This design comes from an exercise in tuning for small area and a short achievable clock period on the open sky130 flow, not from production work.
In this exercise RTL edits were held to simulation tests only and were not proved equivalent to the original.
Power and IR drop assume default switching activity.

<file path="design.v">
module dff16(reset_n,clk,d_in,q_out);
input reset_n,clk;
input [15:0]d_in;
output reg [15:0]q_out;
always @(posedge clk or negedge reset_n)
begin
if(!reset_n)
	q_out<=16'h0;
else
	q_out<=d_in;
end
endmodule
module add32(a,b,out);
input [31:0]a,b;
output [34:0]out;
assign out=a+b;
endmodule
module mult7_8(a,y);
input [15:0]a;
output [15:0]y;
wire [18:0]t;
assign t={a,3'b0}-{3'b0,a};
assign y=t[18:3];
endmodule
module Fir(reset_n,clk,x_in,y_out);
input reset_n,clk;
input [15:0]x_in;
output [23:0]y_out;
wire [15:0]f;    
wire [13:0]q;    
wire [16:0]s3;
wire [17:0]s2,s1;
wire [17:0]y;
reg [13:0]r4;
reg [16:0]r3;
reg [17:0]r2,r1;
mult7_8 m(.a(x_in),.y(f));
assign q=x_in[15:2];
assign s3=f+r4;
assign s2=x_in+r3;
assign s1=f+r2;
assign y=q+r1;
always @(posedge clk or negedge reset_n)
begin
if(!reset_n)
	begin
	r4<=14'h0;
	r3<=17'h0;
	r2<=18'h0;
	r1<=18'h0;
	end
else
	begin
	r4<=q;
	r3<=s3;
	r2<=s2;
	r1<=s1;
	end
end
assign y_out={6'b0,y};
endmodule
</file>
<file path="run.sh">
#!/bin/bash
# synth_recipe.tcl (not shown) runs the flow's synth.tcl, then flattens the netlist and writes it again
# the make line also repeats each setting of config.mk as NAME=value (left out here)
make -C /OpenROAD-flow-scripts/flow DESIGN_CONFIG=/design/flow/config.mk WORK_HOME=/design/flow/orfs CLKGATE_MAP_FILE= SYNTH_SCRIPT=/design/flow/synth_recipe.tcl finish
</file>
<file path="constraint.sdc">
create_clock -name core_clock -period 10.0 [get_ports {clk}]
set_input_delay 2.0000 -clock core_clock [delete_from_list [all_inputs] [get_ports {clk}]]
set_output_delay 2.0000 -clock core_clock [all_outputs]
set_load 0.01 [all_outputs]
</file>
<file path="config.mk">
export PLATFORM = sky130hd
export DESIGN_NAME = Fir
export DESIGN_NICKNAME = Fir
export VERILOG_FILES = /design/flow/design.v
export SDC_FILE = /design/flow/constraint.sdc
export NUM_CORES = 4
export LEC_CHECK = 0
export CAP_MARGIN = 20
export CORE_MARGIN = 2
export CORE_UTILIZATION = 40
export SLEW_MARGIN = 20
</file>
==> results.py, run 1 <==
metrics = {
    "outcome": {
        "outcome": "complete, no violations",
    },
    "floorplanning": {
        "fp.dieW_um": 116,
        "die_h_um": 116,
        "die_area_sq_mm": 0.0135,
        "core-area_sq_mm": 0.0125,
        "rows": 41,
        "ios": 42,
        "start_util_pct": 40.5,
    },
    "run": {
        "cap_violations": 0,
    },
    "grt": {
        "antenna_found_initial": 0,
        "grt_start_max_net_pins": 68,
        "grt_use_total_pct": 17.8,
        "grt_pass1_wl_mm": 18.5,
        "overflow": 0,
        "grt_pass1_vias": 3919,
    },
    "pwr": {
        "combPwrFrac_pct": 60.3,
        "clkPwrFrac_pct": 16.6,
        "seq_power_share_pct": 23.1,
        "p_leak_nw": 2.64,
        "switching_share_pct": 39.5,
        "power.density_mw_per_mm2": 313,
        "intPower_mw": 1.12,
        "vdd_drop_max_uv": 89.3,
        "p_switching_uw": 727,
    },
    "setup_path": {
        "r2r_cells": 9,
        "cp-start-kind": "input pin",
        "critPathMaxFanout": 6,
        "critPathCaptureType": "primary output",
        "arrival_ns": 5.32,
        "critPathKind": "input pin to primary output",
        "cp.required_ns": 8.00,
    },
    "routing": {
        "routed_wl_mm": 11.2,
        "vias": 3911,
        "met1_length_mm": 5.45,
        "wl_met3_um": 303,
        "first_pass_iters": 4,
        "ant_nets": 0,
        "detail_route.iter0.violations": 178,
        "top_layer": "met4",
        "drc_errors": 0,
        "viasPerCell": 5.20,
        "wl_per_cell_um": 14.9,
        "met2_length_mm": 5.33,
    },
    "timing": {
        "maxSlewViolCount": 0,
        "grt_setup_unrepaired": "false",
        "maxSlewHeadroom_pct": 43.0,
        "clock_skew_ns": 0.00552,
        "period_share_pct": 73.2,
        "worstMarginPinSlew_ns": 0.855,
        "finalSetupTns_ns": 0,
        "timing.fmax_ghz": 0.137,
        "finalHoldViolCount": 0,
        "fin_crit_ns": 7.32,
        "finalSetupViolCount": 0,
    },
    "yosys": {
        "netlist_area_sq_mm": 0.00505,
        "synth_warnings": 1,
        "synth_edf_count": 0,
        "synthDistinctLibCells": 55,
        "ys_seq_area_share_pct": 33.2,
        "syn-instance-count": 529,
        "synthFlopType": "dfrtp_1",
        "syn_avg_cell_area_sq_um": 9.55,
        "ys_seq_elements": 67,
        "async_flop_share_pct": 100,
    },
    "placement": {
        "portBuffers": 35,
        "dp_hpwl_mm": 8.77,
        "gp_congestion": 0.827,
        "dp_cells": 736,
    },
    "finish": {
        "syn_to_final_growth_pct": 16.5,
        "finalNetCount": 670,
        "regArea_sq_mm": 0.00168,
        "drive_gt1_share_pct": 5.00,
        "multiInputGateArea_sq_mm": 0.00321,
        "fillers": 1161,
        "instances_no_fill": 752,
        "diodes": 0,
    },
    "clock_tree": {
        "root_buffer": "clkbuf_16",
        "clk_pin_slew_ns": 0.05,
        "insertion_delay_ns": 0.33,
        "clock_path_buffers": 2,
        "postCtsSetupRepairBufs": 0,
        "cts_htree_levels": 3,
        "post_cts_resized": 0,
        "clkSinkCount": 67,
        "cts_tree": "built",
        "cts_made_buffers": 9,
        "holdBufCountCts": 0,
    },
    "worst_hold_path": {
        "min_path_type": "flip-flop to flip-flop",
        "min_path_cells": 1,
    },
}
-- sequential cells by signal (all words and copies together), names as in the netlist --
register	count
r1	18
r2	18
r4	14
r3	17
-- logic make-up (layout without fill, tap and decap cells) --
group	count (synthesis)	in the layout	share of synthesized area (%)
compound gates	148	148	19.6
simple gates	127	127	12.4
fa+ha+maj	77	77	19.7
flops	67	67	33.2
xor+xnor	64	64	11.2
buf+inv	44	90	3.71
other cells	1	6	0.0742
mux	1	1	0.198
-- layout by cell type (no fill, tap or decap), drive strengths merged, types with 3 or more instances in the layout --
cell type and count:
a211oi 7, a21o 12, a21oi 43, a31oi 7, and2 4, and3 4, clkbuf 15, clkdlybuf4s50 34
conb 6, dfrtp 67, fa 4, ha 73, inv 38, nand2 17, nand2b 7, nand3 9
nand4 5, nor2 48, nor2b 8, nor3 13, o211ai 6, o21a 16, o21ai 27, o21bai 9
or2 3, or3 3, xnor2 47, xor2 17
-- per-layer routing --
layer  up-vias  track usage, %
met5         -               0
met4         0            5.95
met3         9            2.39
met2        54            29.6
met1      1868            24.0
li1       1980               -
-- cells in the mapped netlist (6+ instances only) --
library cell,count,share of area (%)
o21bai_1,9,1.3
o21ai_0,25,2.5
a211oi_1,7,1.0
ha_1,73,18
xor2_1,17,2.9
o211ai_1,6,0.89
inv_1,38,2.8
a21oi_1,40,4.0
a21o_1,12,1.8
nor2b_1,8,0.99
nand2b_1,7,0.87
o21a_1,16,2.4
nand2_1,17,1.3
nor2_1,47,3.5
nor3_1,13,1.3
a31oi_1,6,0.74
nand3_1,9,0.89
xnor2_1,46,8.0
dfrtp_1,67,33
buf_4,6,0.89
-- final cells by class --
| type | instances | area share (%) |
|---|---|---|
| clock buffers | 15 | 4.89 |
| well taps | 172 | 3.65 |
| repair buffers | 36 | 5.99 |
| flip-flops and latches | 67 | 28.5 |
| multi-input cells | 423 | 54.5 |
| clock inverters | 1 | 0.0850 |
| inverters | 38 | 2.42 |
-- power by group through the flow --
stage / sequential (mW) / clock, mW / combinational, mW
floorplan: 0.418 / 0 / 0.795
global placement: 0.429 / 0 / 1.08
detailed placement: 0.430 / 0 / 1.11
CTS: 0.427 / 0.315 / 1.11
global route: 0.437 / 0.324 / 1.25
finish: 0.426 / 0.306 / 1.11
-- critical path, stage by stage --
cell             delay [ns]
clkdlybuf4s50_1        0.62
ha_1                   0.23
inv_1                  0.06
fa_1                   0.40
nor2b_1                0.17
o31a_1                 0.21
o2111ai_1              0.20
a311oi_1               0.41
o21a_1                 0.19
o211ai_1               0.10
xnor2_1                0.16
clkdlybuf4s50_1        0.56
-- metrics by stage --
stage	utilization (%)	cell area, sq um	hold slack [ns]	power (mW)	setup slack (ns)
after global routing	47.2	5890	0.469	2.01	2.43
final	47.2	5890	0.451	1.84	2.68
after floorplan	-	5070	0.425	1.21	4.14
after CTS	47.2	5890	0.452	1.85	2.68
after global placement	44.9	5600	0.445	1.51	2.75
after detailed placement	44.9	5600	0.445	1.54	2.69
-- worst paths after layout --
path | start | slack [ns] | end
min | r2[17] | 0.45 | r1[17]
min in group asynchronous | reset_n | 1.86 | r2[3]
max in group asynchronous | reset_n | 7.57 | r1[2]
max | x_in[2] | 2.68 | y_out[16]
max reg2reg | r4[0] | 7.36 | r3[12]
min reg2reg | r2[17] | 0.45 | r1[17]
==> inputs of run 2 (changes only) <==
--- a/config.mk
+++ b/config.mk
@@ -8,4 +8,5 @@
 export CAP_MARGIN = 20
 export CORE_MARGIN = 2
 export CORE_UTILIZATION = 40
+export SETUP_SLACK_MARGIN = 4.5
 export SLEW_MARGIN = 20
==> run 2 against run 1 <==
Fmax rose by 23%. Worst hold slack got worse by 0.00073 ns. Clock-buffer cell count fell by 3. Sequential cell count did not move.
==> results.py, run 2 <==
metrics = {
    "timing": {
        "finalSetupTns_ns": 0,
        "fin_crit_ns": 5.94,
        "timing.fmax_ghz": 0.168,
        "clock_skew_ns": 0.00316,
        "grt_setup_unrepaired": "true",
        "maxSlewHeadroom_pct": 44.2,
        "worstMarginPinSlew_ns": 0.836,
        "finalHoldViolCount": 0,
        "maxSlewViolCount": 0,
        "period_share_pct": 59.4,
        "finalSetupViolCount": 0,
    },
    "floorplanning": {
        "die_h_um": 116,
        "fp.dieW_um": 116,
        "die_area_sq_mm": 0.0135,
        "core-area_sq_mm": 0.0125,
        "rows": 41,
        "start_util_pct": 40.5,
        "ios": 42,
    },
    "yosys": {
        "synth.most_common_cell": "ha_1",
        "synthFlopType": "dfrtp_1",
        "synth_area_leaders": "dfrtp_1, ha_1, xnor2_1",
        "yosys.area.top_type_share_pct": 33.2,
        "yosys.area.top_type": "dfrtp_1",
        "synth_simple_gate_area_share_pct": 12.4,
        "syn_avg_cell_area_sq_um": 9.55,
        "syn-instance-count": 529,
        "yosys.area_share.adder_pct": 19.7,
        "synth_top_family_by_area": "adder cells",
        "muxShareOfSynthArea_pct": 0.198,
        "ys_top_cells_by_count": "ha_1, dfrtp_1, nor2_1",
        "netlist_area_sq_mm": 0.00505,
        "synth_edf_count": 0,
        "ys_seq_area_share_pct": 33.2,
        "ys_seq_elements": 67,
        "synthDistinctLibCells": 55,
        "synth_xor_area_share_pct": 11.2,
        "async_flop_share_pct": 100,
        "synth-compound-area-share_pct": 19.6,
        "synth_warnings": 1,
    },
    "grt": {
        "grt_use_total_pct": 18.7,
        "grt_pass1_wl_mm": 19.5,
        "grt_start_max_net_pins": 68,
        "grt_pass1_vias": 4084,
        "antenna_found_initial": 0,
        "overflow": 0,
    },
    "routing": {
        "drc_errors": 0,
        "detail_route.iter0.violations": 281,
        "viasPerCell": 5.31,
        "vias": 4066,
        "wl_per_cell_um": 15.8,
        "routed_wl_mm": 12.1,
        "first_pass_iters": 6,
        "ant_nets": 0,
    },
    "clock_tree": {
        "clock_path_buffers": 2,
        "root_buffer": "clkbuf_16",
        "insertion_delay_ns": 0.33,
        "cts_tree": "built",
        "clkSinkCount": 67,
        "cts_htree_levels": 3,
        "holdBufCountCts": 0,
        "clk_pin_slew_ns": 0.05,
        "cts_made_buffers": 9,
    },
    "placement": {
        "gp_congestion": 0.795,
        "dp_hpwl_mm": 8.78,
        "dp_cells": 736,
        "portBuffers": 35,
    },
    "setup_path": {
        "cp-start-kind": "input pin",
        "critPathMaxFanout": 2,
        "critPathCaptureType": "primary output",
        "arrival_ns": 3.94,
        "cp.required_ns": 8.00,
        "critPathKind": "input pin to primary output",
    },
    "pwr": {
        "vdd_drop_max_uv": 91.3,
        "power.density_mw_per_mm2": 312,
        "p_leak_nw": 2.79,
    },
    "finish": {
        "finalNetCount": 685,
        "diodes": 0,
        "final_cell_mix": "dfrtp_1, ha_1, nor2_1",
        "syn_to_final_growth_pct": 24.5,
        "layout_commonest_cell": "dfrtp_1",
        "final_core_util_pct": 50.5,
        "instances_no_fill": 766,
        "drive_gt1_share_pct": 20.0,
        "largest_registers": "r1: 18 flops, r2: 18 flops, r3: 17 flops",
    },
    "outcome": {
        "outcome": "complete, no violations",
    },
    "worst_hold_path": {
        "min_path_type": "flip-flop to flip-flop",
    },
    "run": {
        "cap_violations": 0,
    },
}
## run 2: critical path, cell delays in order
cell,delay [ns]
buf_12,0.09
ha_4,0.13
inv_2,0.03
fa_2,0.34
nor2b_2,0.14
o31a_1,0.19
o2111ai_2,0.16
a311oi_2,0.27
o21a_1,0.19
nor2_2,0.05
xnor2_1,0.17
buf_2,0.16
## run 2: kinds of logic after synthesis
logic type / count (synthesis)
buffers and inverters: 44
other: 1
and+or+nand+nor: 127
adders and majority gates: 77
DFF: 67
xor gates and xnor gates: 64
muxes: 1
AOI/OAI and AO/OA: 148
## run 2: worst paths after layout
| kind | slack (ns) | end | cells after the start | from |
|---|---|---|---|---|
| min in group asynchronous | 1.84 | r4[2] | 2 | reset_n |
| max | 4.06 | y_out[14] | 12 | x_in[2] |
| min | 0.45 | r1[17] | 1 | r2[17] |
| min reg2reg | 0.45 | r1[17] | 1 | r2[17] |
| max in group asynchronous | 7.59 | r2[5] | 2 | reset_n |
| max reg2reg | 7.42 | r1[16] | 9 | r2[0] |
## run 2: power breakdown
group / switching [mW] / total [mW] / internal (mW)
clock: 0.111 / 0.302 / 0.191
sequential: 0.0577 / 0.442 / 0.384
combinational: 0.642 / 1.22 / 0.577
total: 0.810 / 1.96 / 1.15
## run 2: per-layer routing
layer,vias to the layer above,wire length [um],track usage [%]
li1,2008,-,-
met1,1960,5760,25.2
met2,79,5710,30.8
met3,19,353,1.97
met4,0,244,7.62
met5,-,0,0
## run 2: area by class of cell
type / instances / area [sq um]
repair buffers: 51 / 400
multi-input cells: 423 / 3580
fillers: 1122 / 6170
inverters: 38 / 143
clock buffers: 12 / 236
flip-flops and latches: 67 / 1680
clock inverters: 3 / 40.0
well taps: 172 / 215
## run 2: per-stage QoR
step	area, sq um	hold WS [ns]	setup slack, ns	power (mW)
2_1_floorplan	5100	0.425	4.23	1.22
3_3_place_gp	5620	0.444	2.84	1.52
3_5_place_dp	5620	0.447	2.78	1.55
4_1_cts	6160	0.454	4.00	1.90
5_1_grt	6290	0.483	3.94	2.12
6_report	6290	0.451	4.06	1.96
## run 2: timing repair
item                       CTS  global route
pin swaps                   32            25
cloned                       0             0
buffers inserted             9             6
resized for setup          165            31
setup endpoints to repair   36            30
==> inputs of run 3 (changes only) <==
--- a/config.mk
+++ b/config.mk
@@ -5,6 +5,7 @@
 export SDC_FILE = /design/flow/constraint.sdc
 export NUM_CORES = 4
 export LEC_CHECK = 0
+export ABC_CLOCK_PERIOD_IN_PS = 1500
 export CAP_MARGIN = 20
 export CORE_MARGIN = 2
 export CORE_UTILIZATION = 40
==> run 3 against run 2 <==
Clock-buffer cell count unchanged. Worst hold slack unchanged. Non-clock buffer count unchanged. Clock power about the same. Largest power group unchanged.
==> results.py, run 3 <==
metrics = {
    "clock_tree": {
        "insertion_delay_ns": 0.33,
        "root_buffer": "clkbuf_16",
        "holdBufCountCts": 0,
        "clock_path_buffers": 2,
        "clk_pin_slew_ns": 0.05,
        "cts_htree_levels": 3,
        "cts_tree": "built",
        "clkSinkCount": 67,
        "cts_made_buffers": 9,
    },
    "yosys": {
        "synthFlopType": "dfrtp_1",
        "synth_edf_count": 0,
        "synth_area_leaders": "dfrtp_1, ha_1, xnor2_1",
        "yosys.area.top_type_share_pct": 33.2,
        "yosys.area.top_type": "dfrtp_1",
        "ys_seq_area_share_pct": 33.2,
        "async_flop_share_pct": 100,
        "syn-instance-count": 529,
        "ys_seq_elements": 67,
        "synth.most_common_cell": "ha_1",
        "syn_avg_cell_area_sq_um": 9.55,
        "synth_warnings": 1,
        "synthDistinctLibCells": 55,
        "ys_top_cells_by_count": "ha_1, dfrtp_1, nor2_1",
        "netlist_area_sq_mm": 0.00505,
    },
    "timing": {
        "grt_setup_unrepaired": "true",
        "maxSlewHeadroom_pct": 44.2,
        "hold_ws_ns": 0.451,
        "timing.fmax_ghz": 0.168,
        "clock_skew_ns": 0.00316,
        "finalHoldViolCount": 0,
        "finalSetupTns_ns": 0,
        "finalSetupViolCount": 0,
        "fin_crit_ns": 5.94,
        "period_share_pct": 59.4,
        "maxSlewViolCount": 0,
        "worstMarginPinSlew_ns": 0.836,
    },
    "finish": {
        "instances_no_fill": 766,
        "final_core_util_pct": 50.5,
        "finalNetCount": 685,
        "layout_commonest_cell": "dfrtp_1",
        "final_cell_mix": "dfrtp_1, ha_1, nor2_1",
        "largest_registers": "r1: 18 flops, r2: 18 flops, r3: 17 flops",
        "drive_gt1_share_pct": 20.0,
        "syn_to_final_growth_pct": 24.5,
        "diodes": 0,
    },
    "outcome": {
        "outcome": "complete, no violations",
    },
    "pwr": {
        "vdd_drop_max_uv": 91.3,
        "finalPower_mw": 1.96,
        "power.density_mw_per_mm2": 312,
        "p_leak_nw": 2.79,
    },
    "placement": {
        "gp_congestion": 0.795,
        "dp_hpwl_mm": 8.78,
        "portBuffers": 35,
        "dp_cells": 736,
    },
    "worst_hold_path": {
        "min_path_type": "flip-flop to flip-flop",
    },
    "routing": {
        "detail_route.iter0.violations": 281,
        "ant_nets": 0,
        "viasPerCell": 5.31,
        "wl_per_cell_um": 15.8,
        "first_pass_iters": 6,
        "routed_wl_mm": 12.1,
        "vias": 4066,
        "drc_errors": 0,
    },
    "floorplanning": {
        "ios": 42,
        "start_util_pct": 40.5,
        "die_h_um": 116,
        "core-area_sq_mm": 0.0125,
        "fp.dieW_um": 116,
        "die_area_sq_mm": 0.0135,
        "rows": 41,
    },
    "setup_path": {
        "arrival_ns": 3.94,
        "critPathMaxFanout": 2,
        "critPathKind": "input pin to primary output",
        "cp.required_ns": 8.00,
        "cp-start-kind": "input pin",
        "critPathCaptureType": "primary output",
    },
    "grt": {
        "grt_use_total_pct": 18.7,
        "antenna_found_initial": 0,
        "grt_pass1_wl_mm": 19.5,
        "grt_start_max_net_pins": 68,
        "overflow": 0,
        "grt_pass1_vias": 4084,
    },
    "run": {
        "cap_violations": 0,
    },
}
-- run 3: timing repair --
action / CTS / global route
resized for setup: 165 / 31
endpoints found under the setup margin: 36 / 30
pin swaps: 32 / 25
buffers inserted: 9 / 6
-- run 3: per-stage QoR --
| step | instance area [sq um] | setup WS (ns) |
|---|---|---|
| floorplan | 5100 | 4.23 |
| global placement | 5620 | 2.84 |
| detailed placement | 5620 | 2.78 |
| CTS | 6160 | 4.00 |
| global route | 6290 | 3.94 |
| finish | 6290 | 4.06 |
-- run 3: per-layer routing --
metal	vias to the layer above	global-route usage, %	wire length [um]
met4	0	7.62	244
li1	2008	-	-
met1	1960	25.2	5760
met2	79	30.8	5710
met5	-	0	0
met3	19	1.97	353
-- run 3: layout make-up --
| class | count | area, sq um |
|---|---|---|
| fillers | 1122 | 6170 |
| repair buffers | 51 | 400 |
| clock buffers | 12 | 236 |
| multi-input cells | 423 | 3580 |
| well taps | 172 | 215 |
| flip-flops and latches | 67 | 1680 |
| inverters | 38 | 143 |
| clock inverters | 3 | 40.0 |
-- run 3: power breakdown --
group	internal [mW]	leakage (nW)	switching, mW
registers	0.384	0.785	0.0577
logic	0.577	1.87	0.642
clock network	0.191	0.136	0.111
total	1.15	2.79	0.810
-- run 3: worst paths after layout --
path	from	to	slack (ns)	cells past startpoint
max in group asynchronous	reset_n	r2[5]	7.59	2
hold / removal	r2[17]	r1[17]	0.45	1
hold reg to reg	r2[17]	r1[17]	0.45	1
min in group asynchronous	reset_n	r4[2]	1.84	2
setup / recovery	x_in[2]	y_out[14]	4.06	12
setup reg to reg	r2[0]	r1[16]	7.42	9
-- run 3: kinds of logic after synthesis --
group | Yosys count | synth area share (%)
other | 1 | 0.0742
and+or+nand+nor | 127 | 12.4
adders and majority gates | 77 | 19.7
buffers and inverters | 44 | 3.71
AOI/OAI and AO/OA | 148 | 19.6
xor gates and xnor gates | 64 | 11.2
DFF | 67 | 33.2
muxes | 1 | 0.198
-- run 3: critical path: stages --
cell       delay (ns)
buf_12           0.09
ha_4             0.13
inv_2            0.03
fa_2             0.34
nor2b_2          0.14
o31a_1           0.19
o2111ai_2        0.16
a311oi_2         0.27
o21a_1           0.19
nor2_2           0.05
xnor2_1          0.17
buf_2            0.16
==> inputs of run 4 (changes only) <==
--- a/config.mk
+++ b/config.mk
@@ -5,9 +5,10 @@
 export SDC_FILE = /design/flow/constraint.sdc
 export NUM_CORES = 4
 export LEC_CHECK = 0
-export ABC_CLOCK_PERIOD_IN_PS = 1500
 export CAP_MARGIN = 20
 export CORE_MARGIN = 2
 export CORE_UTILIZATION = 40
+export CTS_BUF_LIST = sky130_fd_sc_hd__clkbuf_4
+export CTS_CLUSTER_SIZE = 30
 export SETUP_SLACK_MARGIN = 4.5
 export SLEW_MARGIN = 20
==> run 4 against run 3 <==
Sequential cell count did not move. Via count is 0.47% lower. Largest cell class unchanged. Synthesized cell count unchanged. Worst setup slack lost 0.00055 ns. Combinational power about the same. Still clean. Clock power decreased by 41%. Largest power group unchanged. Core utilization down 1.2 points. Critical path depth is the same. Sequential share of layout area increased by 0.67 points. Register-to-register slack got worse by 0.02 ns. Critical path type unchanged. Fmax about the same.
==> results.py, run 4 <==
metrics = {
    "timing": {
        "finalSetupViolCount": 0,
        "hold_ws_ns": 0.458,
        "finalSetupTns_ns": 0,
        "maxSlewHeadroom_pct": 44.6,
        "finalHoldViolCount": 0,
        "clock_skew_ns": 0.00824,
        "worstMarginPinSlew_ns": 0.831,
        "period_share_pct": 59.4,
        "grt_setup_unrepaired": "true",
        "maxSlewViolCount": 0,
        "fin_crit_ns": 5.94,
        "timing.fmax_ghz": 0.168,
    },
    "clock_tree": {
        "insertion_delay_ns": 0.42,
        "cts_tree": "built",
        "clk_pin_slew_ns": 0.10,
        "cts_htree_levels": 3,
        "cts_made_buffers": 9,
        "clkSinkCount": 67,
        "root_buffer": "clkbuf_4",
        "holdBufCountCts": 0,
        "clock_path_buffers": 2,
    },
    "setup_path": {
        "arrival_ns": 3.94,
        "critPathCaptureType": "primary output",
        "critPathKind": "input pin to primary output",
        "cp.required_ns": 8.00,
        "critPathMaxFanout": 2,
        "cp-start-kind": "input pin",
    },
    "yosys": {
        "synth_area_leaders": "dfrtp_1, ha_1, xnor2_1",
        "synth_warnings": 1,
        "yosys.area.top_type_share_pct": 33.2,
        "synth.most_common_cell": "ha_1",
        "yosys.area.top_type": "dfrtp_1",
        "synthFlopType": "dfrtp_1",
        "synth_edf_count": 0,
        "syn-instance-count": 529,
        "ys_seq_area_share_pct": 33.2,
        "syn_avg_cell_area_sq_um": 9.55,
        "synthDistinctLibCells": 55,
        "ys_top_cells_by_count": "ha_1, dfrtp_1, nor2_1",
        "ys_seq_elements": 67,
        "async_flop_share_pct": 100,
        "netlist_area_sq_mm": 0.00505,
    },
    "routing": {
        "drc_errors": 0,
        "vias": 4047,
        "viasPerCell": 5.29,
        "routed_wl_mm": 12.0,
        "first_pass_iters": 4,
        "ant_nets": 0,
        "wl_per_cell_um": 15.6,
        "detail_route.iter0.violations": 242,
    },
    "placement": {
        "place_area_sq_mm": 0.00562,
        "portBuffers": 35,
        "dp_cells": 736,
        "gp_congestion": 0.795,
        "dp_hpwl_mm": 8.78,
    },
    "floorplanning": {
        "core-area_sq_mm": 0.0125,
        "start_util_pct": 40.5,
        "fp.dieW_um": 116,
        "die_h_um": 116,
        "rows": 41,
        "ios": 42,
        "die_area_sq_mm": 0.0135,
    },
    "finish": {
        "largest_registers": "r1: 18 flops, r2: 18 flops, r3: 17 flops",
        "multiInputGateArea_sq_mm": 0.00358,
        "regArea_sq_mm": 0.00168,
        "drive_gt1_share_pct": 20.2,
        "fin_area_sq_mm": 0.00614,
        "finalNetCount": 684,
        "diodes": 0,
        "instances_no_fill": 765,
        "final_cell_mix": "dfrtp_1, ha_1, xnor2_1, nor2_1",
        "fillers": 1142,
        "syn_to_final_growth_pct": 21.4,
        "layout_commonest_cell": "dfrtp_1",
    },
    "grt": {
        "grt_pass1_wl_mm": 19.2,
        "grt_pass1_vias": 4024,
        "overflow": 0,
        "grt_start_max_net_pins": 68,
        "grt_use_total_pct": 18.4,
        "antenna_found_initial": 0,
    },
    "pwr": {
        "vdd_drop_max_uv": 82.7,
        "p_leak_nw": 2.72,
        "power.density_mw_per_mm2": 299,
        "finalPower_mw": 1.83,
    },
    "outcome": {
        "outcome": "complete, no violations",
    },
    "run": {
        "cap_violations": 0,
    },
    "worst_hold_path": {
        "min_path_type": "flip-flop to flip-flop",
    },
}
## run 4: power breakdown
part           leakage (nW)  internal, mW  switching (mW)  total [mW]
registers             0.785         0.383          0.0574       0.440
clock network        0.0772        0.0828          0.0955       0.178
logic                  1.86         0.577           0.637        1.21
total                  2.72          1.04           0.790        1.83
## run 4: metal layers
layer  global-route usage (%)  vias to the layer above  routed length, um
met5                        0                        -                  0
met1                     25.0                     1947               5750
met4                     6.59                        0                108
met2                     30.2                       80               5770
li1                         -                     2009                  -
met3                     2.49                       11                329
## run 4: final timing paths
| check | from | slack, ns | to | cells after the start |
|---|---|---|---|---|
| setup / recovery | x_in[2] | 4.06 | y_out[14] | 12 |
| hold / removal | r2[17] | 0.46 | r1[17] | 1 |
| setup reg to reg | r2[0] | 7.40 | r1[16] | 9 |
| hold reg to reg | r2[17] | 0.46 | r1[17] | 1 |
| max in group asynchronous | reset_n | 7.70 | r1[4] | 2 |
| min in group asynchronous | reset_n | 1.74 | r4[8] | 2 |
## run 4: logic make-up after synthesis
| kind of cell | share of synthesized area (%) |
|---|---|
| AOI/OAI and AO/OA | 19.6 |
| and+or+nand+nor | 12.4 |
| adders and majority gates | 19.7 |
| DFF | 33.2 |
| xor gates and xnor gates | 11.2 |
| buffers and inverters | 3.71 |
| other | 0.0742 |
| muxes | 0.198 |
## run 4: final cells by class
class                      instances  area share, %
inverter                          38           2.32
clock inverter                     3          0.653
sequential                        67           27.3
timing repair buffer              50           6.40
tap                              172           3.51
multi-input combinational        423           58.3
clock buffer                      12           1.47
## run 4: per-stage QoR
| step | setup slack, ns | utilization [%] |
|---|---|---|
| after CTS | 4.00 | 47.9 |
| after global placement | 2.84 | 45.1 |
| after floorplan | 4.23 | - |
| after global routing | 3.94 | 49.2 |
| final | 4.06 | 49.2 |
| after detailed placement | 2.78 | 45.1 |
## run 4: critical path: stages
cell	delay (ns)
buf_12	0.08
ha_4	0.13
inv_2	0.03
fa_2	0.34
nor2b_2	0.14
o31a_1	0.19
o2111ai_2	0.16
a311oi_2	0.27
o21a_1	0.19
nor2_2	0.05
xnor2_1	0.17
buf_2	0.16
## run 4: timing repair
item	in CTS	in global routing
cloned	0	0
pin swaps	31	29
endpoints found under the setup margin	32	28
gates resized for setup	158	35
buffers inserted	7	7

-- separate check: timing with driven ports --
The results above use ideal ports. As a check the final layouts listed here were re-extracted and re-timed, cells and wires unchanged. Step 1 sets driving cells, clkbuf_16 on the clock port and buf_2 on the other inputs (assumed; they add their load-dependent delay and slew). Step 2 also shifts input and output timing later by t, the mid clock arrival at the registers, as if the neighbouring blocks saw the same clock. Slacks: no drivers / after step 1 / after step 2; pairs: no drivers / after step 1.
run | t, ns | slack for setup (ns) | slew at the worst register clock pin (ns)
run 1 | 0.368 | 2.679 / 2.657 / 2.657 | 0.05 / 0.05
run 2 | 0.366 | 4.063 / 4.001 / 4.001 | 0.05 / 0.05
run 3 | 0.366 | 4.063 / 4.001 / 4.001 | 0.05 / 0.05
run 4 | 0.442 | 4.063 / 4.000 / 4.000 | 0.11 / 0.11
After both steps every run listed still meets setup and hold. The setup slack of run 4, which loses most, moves by -0.063 ns with the drivers and by -0.063 ns with both steps.
